Context: an optimization exercise on an open-source flow, tuned for small area, a short achievable clock period and few clock cycles per item. The choices shown serve that exercise and are no tape-out recipe. Where RTL was checked, it was by simulation tests only, not by an equivalence proof against the original. Power is estimated from default activity; no workload was simulated.

v8:
==> flow/design.v (excerpt) <==
module calc (
                  input [7:0]  inpA ,
                  input [7:0]  inpB ,
                  input [01:0] inpOpType ,
                  output[15:0] outC  ,
                  input        iValid ,
                  output       iStall ,
                  input        oStall ,
                  output       oValid ,
                  input        clk ,
                  input        rstn
                  ) ;
   reg         v0, v1, vo, vs ;
   reg         nvo, nvs ;
   reg  [7:0]  a0, b0 ;
   reg  [1:0]  op0 ;
   reg         dv1 ;           
   reg  [19:0] r1 ;
   reg  [15:0] ro, rs ;
   wire        frz  = ~nvs ;              
   wire        take = ~oStall | nvo ;     
   wire        sub  = op0[0] ;
   wire [7:0]  bx   = b0 ^ {8{sub}} ;
   wire [8:0]  ac ;
   wire [7:0]  as ;
   assign ac[0] = sub ;
   genvar j ;
   generate
     for (j = 0; j < 8; j = j + 1) begin : g_as
       assign as[j]   = a0[j] ^ bx[j] ^ ac[j] ;
       assign ac[j+1] = (a0[j] & bx[j]) | (a0[j] & ac[j]) | (bx[j] & ac[j]) ;
     end
   endgenerate
   wire        ov   = ac[8] ^ sub ;           
   wire [15:0] r_as = {{7{ov & sub}}, ov, as} ;
   wire [15:0] r_mul ;
   wire m_pp0_0 = a0[0] & b0[0];
   wire m_pp0_1 = a0[0] & b0[1];
   wire m_pp0_2 = a0[0] & b0[2];
   wire m_pp0_3 = a0[0] & b0[3];
   wire m_pp0_4 = a0[0] & b0[4];
   wire m_pp0_5 = a0[0] & b0[5];
   wire m_pp0_6 = a0[0] & b0[6];
   wire m_pp0_7 = a0[0] & b0[7];
   wire m_pp1_0 = a0[1] & b0[0];
   wire m_pp1_1 = a0[1] & b0[1];
   wire m_pp1_2 = a0[1] & b0[2];
   wire m_pp1_3 = a0[1] & b0[3];
   wire m_pp1_4 = a0[1] & b0[4];
   wire m_pp1_5 = a0[1] & b0[5];
   wire m_pp1_6 = a0[1] & b0[6];
   wire m_pp1_7 = a0[1] & b0[7];
   wire m_pp2_0 = a0[2] & b0[0];
   wire m_pp2_1 = a0[2] & b0[1];
   wire m_pp2_2 = a0[2] & b0[2];
   wire m_pp2_3 = a0[2] & b0[3];
   wire m_pp2_4 = a0[2] & b0[4];
   wire m_pp2_5 = a0[2] & b0[5];
   wire m_pp2_6 = a0[2] & b0[6];
   wire m_pp2_7 = a0[2] & b0[7];
   wire m_pp3_0 = a0[3] & b0[0];
   wire m_pp3_1 = a0[3] & b0[1];
   wire m_pp3_2 = a0[3] & b0[2];
   wire m_pp3_3 = a0[3] & b0[3];
   wire m_pp3_4 = a0[3] & b0[4];
   wire m_pp3_5 = a0[3] & b0[5];
   wire m_pp3_6 = a0[3] & b0[6];
   wire m_pp3_7 = a0[3] & b0[7];
   wire m_pp4_0 = a0[4] & b0[0];
   wire m_pp4_1 = a0[4] & b0[1];
   wire m_pp4_2 = a0[4] & b0[2];
   wire m_pp4_3 = a0[4] & b0[3];
   wire m_pp4_4 = a0[4] & b0[4];
   wire m_pp4_5 = a0[4] & b0[5];
   wire m_pp4_6 = a0[4] & b0[6];
   wire m_pp4_7 = a0[4] & b0[7];
   wire m_pp5_0 = a0[5] & b0[0];
   wire m_pp5_1 = a0[5] & b0[1];
   wire m_pp5_2 = a0[5] & b0[2];
   wire m_pp5_3 = a0[5] & b0[3];
   wire m_pp5_4 = a0[5] & b0[4];
   wire m_pp5_5 = a0[5] & b0[5];
   wire m_pp5_6 = a0[5] & b0[6];
   wire m_pp5_7 = a0[5] & b0[7];
   wire m_pp6_0 = a0[6] & b0[0];
   wire m_pp6_1 = a0[6] & b0[1];
   wire m_pp6_2 = a0[6] & b0[2];
   wire m_pp6_3 = a0[6] & b0[3];
   wire m_pp6_4 = a0[6] & b0[4];
   wire m_pp6_5 = a0[6] & b0[5];
   wire m_pp6_6 = a0[6] & b0[6];
   wire m_pp6_7 = a0[6] & b0[7];
   wire m_pp7_0 = a0[7] & b0[0];
   wire m_pp7_1 = a0[7] & b0[1];
   wire m_pp7_2 = a0[7] & b0[2];
   wire m_pp7_3 = a0[7] & b0[3];
   wire m_pp7_4 = a0[7] & b0[4];
   wire m_pp7_5 = a0[7] & b0[5];
   wire m_pp7_6 = a0[7] & b0[6];
   wire m_pp7_7 = a0[7] & b0[7];
   wire m_w1 = m_pp0_6 ^ m_pp1_5;
   wire m_w2 = m_pp0_6 & m_pp1_5;
   wire m_w3 = m_pp0_7 ^ m_pp1_6 ^ m_pp2_5;
   wire m_w4 = (m_pp0_7 & m_pp1_6) | (m_pp0_7 & m_pp2_5) | (m_pp1_6 & m_pp2_5);
clock: 38.0 ns
lec_check: 0
abc_area: 1
cap_margin: 20
core_margin: 2
core_utilization: 40
cts_buf_list: sky130_fd_sc_hd__clkbuf_8
slew_margin: 20
standard.sh (not shown) runs the stock make flow with config.mk's settings and CLKGATE_MAP_FILE= SYNTH_SCRIPT=/design/flow/synth_recipe.tcl, a recipe that flattens the netlist after the stock synthesis.
==> flow/flow/run.sh <==
#!/bin/bash
set -euo pipefail
R=$(pwd)/orfs/results/sky130hd/calc/base

# the standard synthesis, kept for its register names
bash standard.sh synth > 1_standard_synth.log 2>&1
cp "$R/1_2_yosys.v" std_1_2_yosys.v

# the same synthesis without ABC in Yosys's synth
rm -f "$R/1_2_yosys.v" "$R/1_synth.odb" "$R/1_synth.sdc"
if bash standard.sh SYNTH_ARGS=-noabc "$R/1_2_yosys.v" > 2_noabc_synth.log 2>&1 &&
   python3 flow/rename_regs.py std_1_2_yosys.v "$R/1_2_yosys.v" renamed_1_2_yosys.v > 3_rename.log 2>&1; then
  cp renamed_1_2_yosys.v "$R/1_2_yosys.v"
else
  echo "no-abc synthesis not used" >> 3_rename.log
  cp std_1_2_yosys.v "$R/1_2_yosys.v"
fi
touch "$R/1_2_yosys.v"

bash standard.sh BUFFER_PORTS_ARGS="-buffer_cell sky130_fd_sc_hd__buf_2" SETUP_SLACK_MARGIN=29.55 finish > 4_layout.log 2>&1
Other scripts of this flow, unchanged in this note and not shown: flow/flow/rename_regs.py
### v8 -> v24
diff --git a/flow/design.v b/flow/design.v
--- a/flow/design.v
+++ b/flow/design.v
@@ -396,25 +396,24 @@
    assign dl0_br[8] = dl0_g7 | (dl0_p7 & dl0_g6) | (dl0_p7 & dl0_p6 & dl0_br[6]) ;
    assign dl0_d[0] = r1[0] ^ b1[0] ^ dl0_br[0] ;
    assign dl0_d[1] = dl1_r0 ^ b1[1] ^ dl0_br[1] ;
    assign dl0_d[2] = dl1_r1 ^ b1[2] ^ dl0_br[2] ;
    assign dl0_d[3] = dl1_r2 ^ b1[3] ^ dl0_br[3] ;
    assign dl0_d[4] = dl1_r3 ^ b1[4] ^ dl0_br[4] ;
    assign dl0_d[5] = dl1_r4 ^ b1[5] ^ dl0_br[5] ;
    assign dl0_d[6] = dl1_r5 ^ b1[6] ^ dl0_br[6] ;
    assign dl0_d[7] = dl1_r6 ^ b1[7] ^ dl0_br[7] ;
    wire dl0_q = dl0_hz & ~dl0_br[8] ;
    wire [15:0] res = dv1 ? ((b1 == 8'd0) ? 16'd0 : {8'd0, r1[11:8], {dl3_q, dl2_q, dl1_q, dl0_q}})
                          : r1[15:0] ;
-   wire [15:0] rsel = frz ? rs : res ;
    reg         vo_n, vs_n ;
    always @* begin
      vo_n = ~nvo ;
      vs_n = frz ;
      if (take) begin
        if (frz) begin
          vo_n = 1'b1 ;
          vs_n = 1'b0 ;
        end
        else vo_n = v1 ;
      end
      else if (!frz) vs_n = v1 ;
@@ -438,19 +437,19 @@
     nvo <= ~vo_n ;
     nvs <= ~vs_n ;
   end
 end
 always @(posedge clk) begin
   if (!frz) begin
     a0  <= inpA ;
     b0  <= inpB ;
     op0 <= inpOpType ;
     dv1 <= dv0 ;
     r1  <= r1_n ;
   end
-  if (take) ro <= rsel ;
-  rs <= rsel ;
+  if (take) ro <= frz ? rs : res ;
+  if (!frz) rs <= res ;
 end
 assign iStall = vs ;
 assign oValid = vo ;
 assign outC   = ro ;
 endmodule
==> run notes <==
v8 and v24 ended up with roughly the same area taken by multi-input logic gates.
Comparing worst setup slack for v8 and v24, the bigger number came from v24.
Diff v8 -> v24 | utilization of the core after routing | decrease of 0.16 points
In the metrics for v8 and v24, the one carrying the higher combinational share of power is v24.
Clock insertion delay at the later pin of the skew report is higher on v24
Diff v8 and v24: minimum clock period after layout lower in v24
Compared to v8, v24 has relative area change from synthesis to final layout 0.40 points lower.
v24 gives less post-route standard cell area excluding fillers than v8 did.
v24 -> v8: portion of the clock cycle consumed by the worst path in the final layout flat
Of v8 and v24, v8 shows the lower proportion of power drawn by flip-flops and latches, with v24 above it.
Looking only at share of layout cells above drive strength 1, and setting everything else aside, the lower value of v8 and v24 goes to v24.
v24: done, clean on timing, DRC and antenna
Length of routed wiring on met1 came out higher on v24 than on v8.
Testbench counts of v24, summed over its fixed seeds: cycles 12,024, items 12,000.
Function not checked in v8: the RTL went through the layout flow alone.

* * *

## main
Another version of the RTL of calc (not shown whole).
Size in the first run: about 570 cells after synthesis, ~77 flip-flops, ~40 I/O pins, ~5800 um2 of cells after synthesis.
Settings: LEC_CHECK=0, ABC_AREA=1, CAP_MARGIN=20, CORE_MARGIN=2, CORE_UTILIZATION=40, CTS_BUF_LIST=sky130_fd_sc_hd__clkbuf_8, SLEW_MARGIN=20; clock period 38.0 ns.
==> flow/flow/rename_regs.py <==
#!/usr/bin/env python3
"""rename_regs.py STD NEW OUT

STD and NEW are two Yosys netlists of the same design, from the standard
synthesis and from the same synthesis with `synth -noabc`. Their registers are
the same but may differ in the suffix Yosys puts after the register's name
(for example ro[0]$_DFFE_PN_ against ro[0]$_DFFE_PP_: the polarity of the
enable, before it was mapped to the library's enable flip-flop). Write NEW to
OUT with each register instance renamed to the standard synthesis's name.
Exit 1, writing nothing, unless every register pairs one to one, with the
same cell type."""
import re, sys

REG = re.compile(r'^\s*(sky130_fd_sc_hd__\w*df\w*)\s+(\\\S+|\S+)\s*\(', re.M)

def regs(text):
    out = {}
    for cell, name in REG.findall(text):
        base = name.lstrip('\\').split('$')[0]
        if base in out:
            raise SystemExit(f"two registers with base name {base}")
        out[base] = (cell, name)
    return out

std_t = open(sys.argv[1]).read()
new_t = open(sys.argv[2]).read()
std, new = regs(std_t), regs(new_t)
if set(std) != set(new):
    sys.exit(f"register sets differ: {sorted(set(std) ^ set(new))[:10]}")
for b in std:
    if std[b][0] != new[b][0]:
        sys.exit(f"cell type differs for {b}: {std[b][0]} {new[b][0]}")
n = 0
def sub(m):
    global n
    cell, name = m.group(1), m.group(2)
    base = name.lstrip('\\').split('$')[0]
    want = std[base][1]
    if want != name:
        n += 1
    return m.group(0).replace(name, want, 1)
out = REG.sub(sub, new_t)
# no name may be used twice
names = [nm for _, nm in REG.findall(out)]
assert len(names) == len(set(names))
open(sys.argv[3], 'w').write(out)
print(f"{len(std)} registers paired, {n} renamed")
Scripts as last shown in full above: flow/flow/run.sh
Edits applied to the flow inputs when going from main to the feature branch:
diff --git a/flow/design.v b/flow/design.v
--- a/flow/design.v
+++ b/flow/design.v
@@ -348,38 +348,54 @@
    wire dl1_r0 = dl1_q ? dl1_d[0] : r1[1] ;
    wire dl1_r1 = dl1_q ? dl1_d[1] : dl2_r0 ;
    wire dl1_r2 = dl1_q ? dl1_d[2] : dl2_r1 ;
    wire dl1_r3 = dl1_q ? dl1_d[3] : dl2_r2 ;
    wire dl1_r4 = dl1_q ? dl1_d[4] : dl2_r3 ;
    wire dl1_r5 = dl1_q ? dl1_d[5] : dl2_r4 ;
    wire dl1_r6 = dl1_q ? dl1_d[6] : dl2_r5 ;
    wire dl0_hz = dlhz8 ;
    wire [8:0] dl0_br ;
    wire [7:0] dl0_d ;
    assign dl0_br[0] = 1'b0 ;
+   wire dl0_g0 = ~r1[0] & b1[0] ;
+   wire dl0_p0 = ~(r1[0] ^ b1[0]) ;
+   wire dl0_g1 = ~dl1_r0 & b1[1] ;
+   wire dl0_p1 = ~(dl1_r0 ^ b1[1]) ;
+   wire dl0_g2 = ~dl1_r1 & b1[2] ;
+   wire dl0_p2 = ~(dl1_r1 ^ b1[2]) ;
+   wire dl0_g3 = ~dl1_r2 & b1[3] ;
+   wire dl0_p3 = ~(dl1_r2 ^ b1[3]) ;
+   wire dl0_g4 = ~dl1_r3 & b1[4] ;
+   wire dl0_p4 = ~(dl1_r3 ^ b1[4]) ;
+   wire dl0_g5 = ~dl1_r4 & b1[5] ;
+   wire dl0_p5 = ~(dl1_r4 ^ b1[5]) ;
+   wire dl0_g6 = ~dl1_r5 & b1[6] ;
+   wire dl0_p6 = ~(dl1_r5 ^ b1[6]) ;
+   wire dl0_g7 = ~dl1_r6 & b1[7] ;
+   wire dl0_p7 = ~(dl1_r6 ^ b1[7]) ;
+   assign dl0_br[1] = dl0_g0 | (dl0_p0 & dl0_br[0]) ;
+   assign dl0_br[2] = dl0_g1 | (dl0_p1 & dl0_g0) | (dl0_p1 & dl0_p0 & dl0_br[0]) ;
+   assign dl0_br[3] = dl0_g2 | (dl0_p2 & dl0_br[2]) ;
+   assign dl0_br[4] = dl0_g3 | (dl0_p3 & dl0_g2) | (dl0_p3 & dl0_p2 & dl0_br[2]) ;
+   assign dl0_br[5] = dl0_g4 | (dl0_p4 & dl0_br[4]) ;
+   assign dl0_br[6] = dl0_g5 | (dl0_p5 & dl0_g4) | (dl0_p5 & dl0_p4 & dl0_br[4]) ;
+   assign dl0_br[7] = dl0_g6 | (dl0_p6 & dl0_br[6]) ;
+   assign dl0_br[8] = dl0_g7 | (dl0_p7 & dl0_g6) | (dl0_p7 & dl0_p6 & dl0_br[6]) ;
    assign dl0_d[0] = r1[0] ^ b1[0] ^ dl0_br[0] ;
-   assign dl0_br[1] = (~r1[0] & b1[0]) | (~(r1[0] ^ b1[0]) & dl0_br[0]) ;
    assign dl0_d[1] = dl1_r0 ^ b1[1] ^ dl0_br[1] ;
-   assign dl0_br[2] = (~dl1_r0 & b1[1]) | (~(dl1_r0 ^ b1[1]) & dl0_br[1]) ;
    assign dl0_d[2] = dl1_r1 ^ b1[2] ^ dl0_br[2] ;
-   assign dl0_br[3] = (~dl1_r1 & b1[2]) | (~(dl1_r1 ^ b1[2]) & dl0_br[2]) ;
    assign dl0_d[3] = dl1_r2 ^ b1[3] ^ dl0_br[3] ;
-   assign dl0_br[4] = (~dl1_r2 & b1[3]) | (~(dl1_r2 ^ b1[3]) & dl0_br[3]) ;
    assign dl0_d[4] = dl1_r3 ^ b1[4] ^ dl0_br[4] ;
-   assign dl0_br[5] = (~dl1_r3 & b1[4]) | (~(dl1_r3 ^ b1[4]) & dl0_br[4]) ;
    assign dl0_d[5] = dl1_r4 ^ b1[5] ^ dl0_br[5] ;
-   assign dl0_br[6] = (~dl1_r4 & b1[5]) | (~(dl1_r4 ^ b1[5]) & dl0_br[5]) ;
    assign dl0_d[6] = dl1_r5 ^ b1[6] ^ dl0_br[6] ;
-   assign dl0_br[7] = (~dl1_r5 & b1[6]) | (~(dl1_r5 ^ b1[6]) & dl0_br[6]) ;
    assign dl0_d[7] = dl1_r6 ^ b1[7] ^ dl0_br[7] ;
-   assign dl0_br[8] = (~dl1_r6 & b1[7]) | (~(dl1_r6 ^ b1[7]) & dl0_br[7]) ;
    wire dl0_q = dl0_hz & ~dl0_br[8] ;
    wire [15:0] res = dv1 ? ((b1 == 8'd0) ? 16'd0 : {8'd0, r1[11:8], {dl3_q, dl2_q, dl1_q, dl0_q}})
                          : r1[15:0] ;
    reg         vo_n, vs_n ;
    always @* begin
      vo_n = ~nvo ;
      vs_n = frz ;
      if (take) begin
        if (frz) begin
          vo_n = 1'b1 ;
          vs_n = 1'b0 ;
[summary]
Diff main -> the feature branch: first-iteration DRC count now sits higher, clock buffer count from CTS has remained practically unchanged, routed wire length on met2 level.
main → the feature branch: core utilization shrank by 1.2 points, total number of clock tree sinks held steady, routed length on met3 shrank by about 3%, non-clock buffer count grew by about 4.3%, post-cts sizing count shrank by 1.
The feature branch: number of non-clock inverters about 3.7% below main
Re combined area of all synthesized cells: main was lower than the feature branch.
End of the critical path: outC[10] -> main, outC[6] -> the feature branch
The feature branch and main ended up with nearly the same setup slack after layout.
Status: fraction of final layout cells sized beyond drive strength 1 parity (main, the feature branch)
Changes observed in the feature branch relative to main: area of the placeable core picked up an extra 440 um2, final cell area excluding filler cells picked up an extra about 0.3%.
No functional check of the RTL was part of any run of this note.

[what the ideal ports hide]
No port has a modelled driver above. Below, the same layouts with a new extraction and two added sets of constraints.
Step 1 sets driving cells, clkbuf_16 on the clock port and buf_2 on the other inputs (assumed; they add their load-dependent delay and slew).
Step 2 moves the port delays by t, midway between the first and last clock arrival at a register: inputs arrive t later, outputs are due t later. That takes back most of the time a late clock gives input paths.
Slacks: ideal / step 1 / step 2; pairs: ideal / step 1.
run	shift t [ns]	setup slack, ns	worst setup path at the end	worst register clock-pin slew, ns	worst slew at a driven data input, ns
v8	0.387	29.498 / 29.465 / 29.405	input to register	0.09 / 0.09	0.03
v24	0.397	29.504 / 29.470 / 29.404	input to register	0.10 / 0.10	0.04
main	0.402	29.518 / 29.481 / 29.387	input to register	0.10 / 0.10	0.03
the feature branch	0.394	29.515 / 29.481 / 29.366	input to register	0.09 / 0.09	0.03
After both steps every run listed still meets setup and hold. For the feature branch, which loses most, drivers alone change the setup slack by -0.034 ns; drivers and shift together by -0.149 ns.
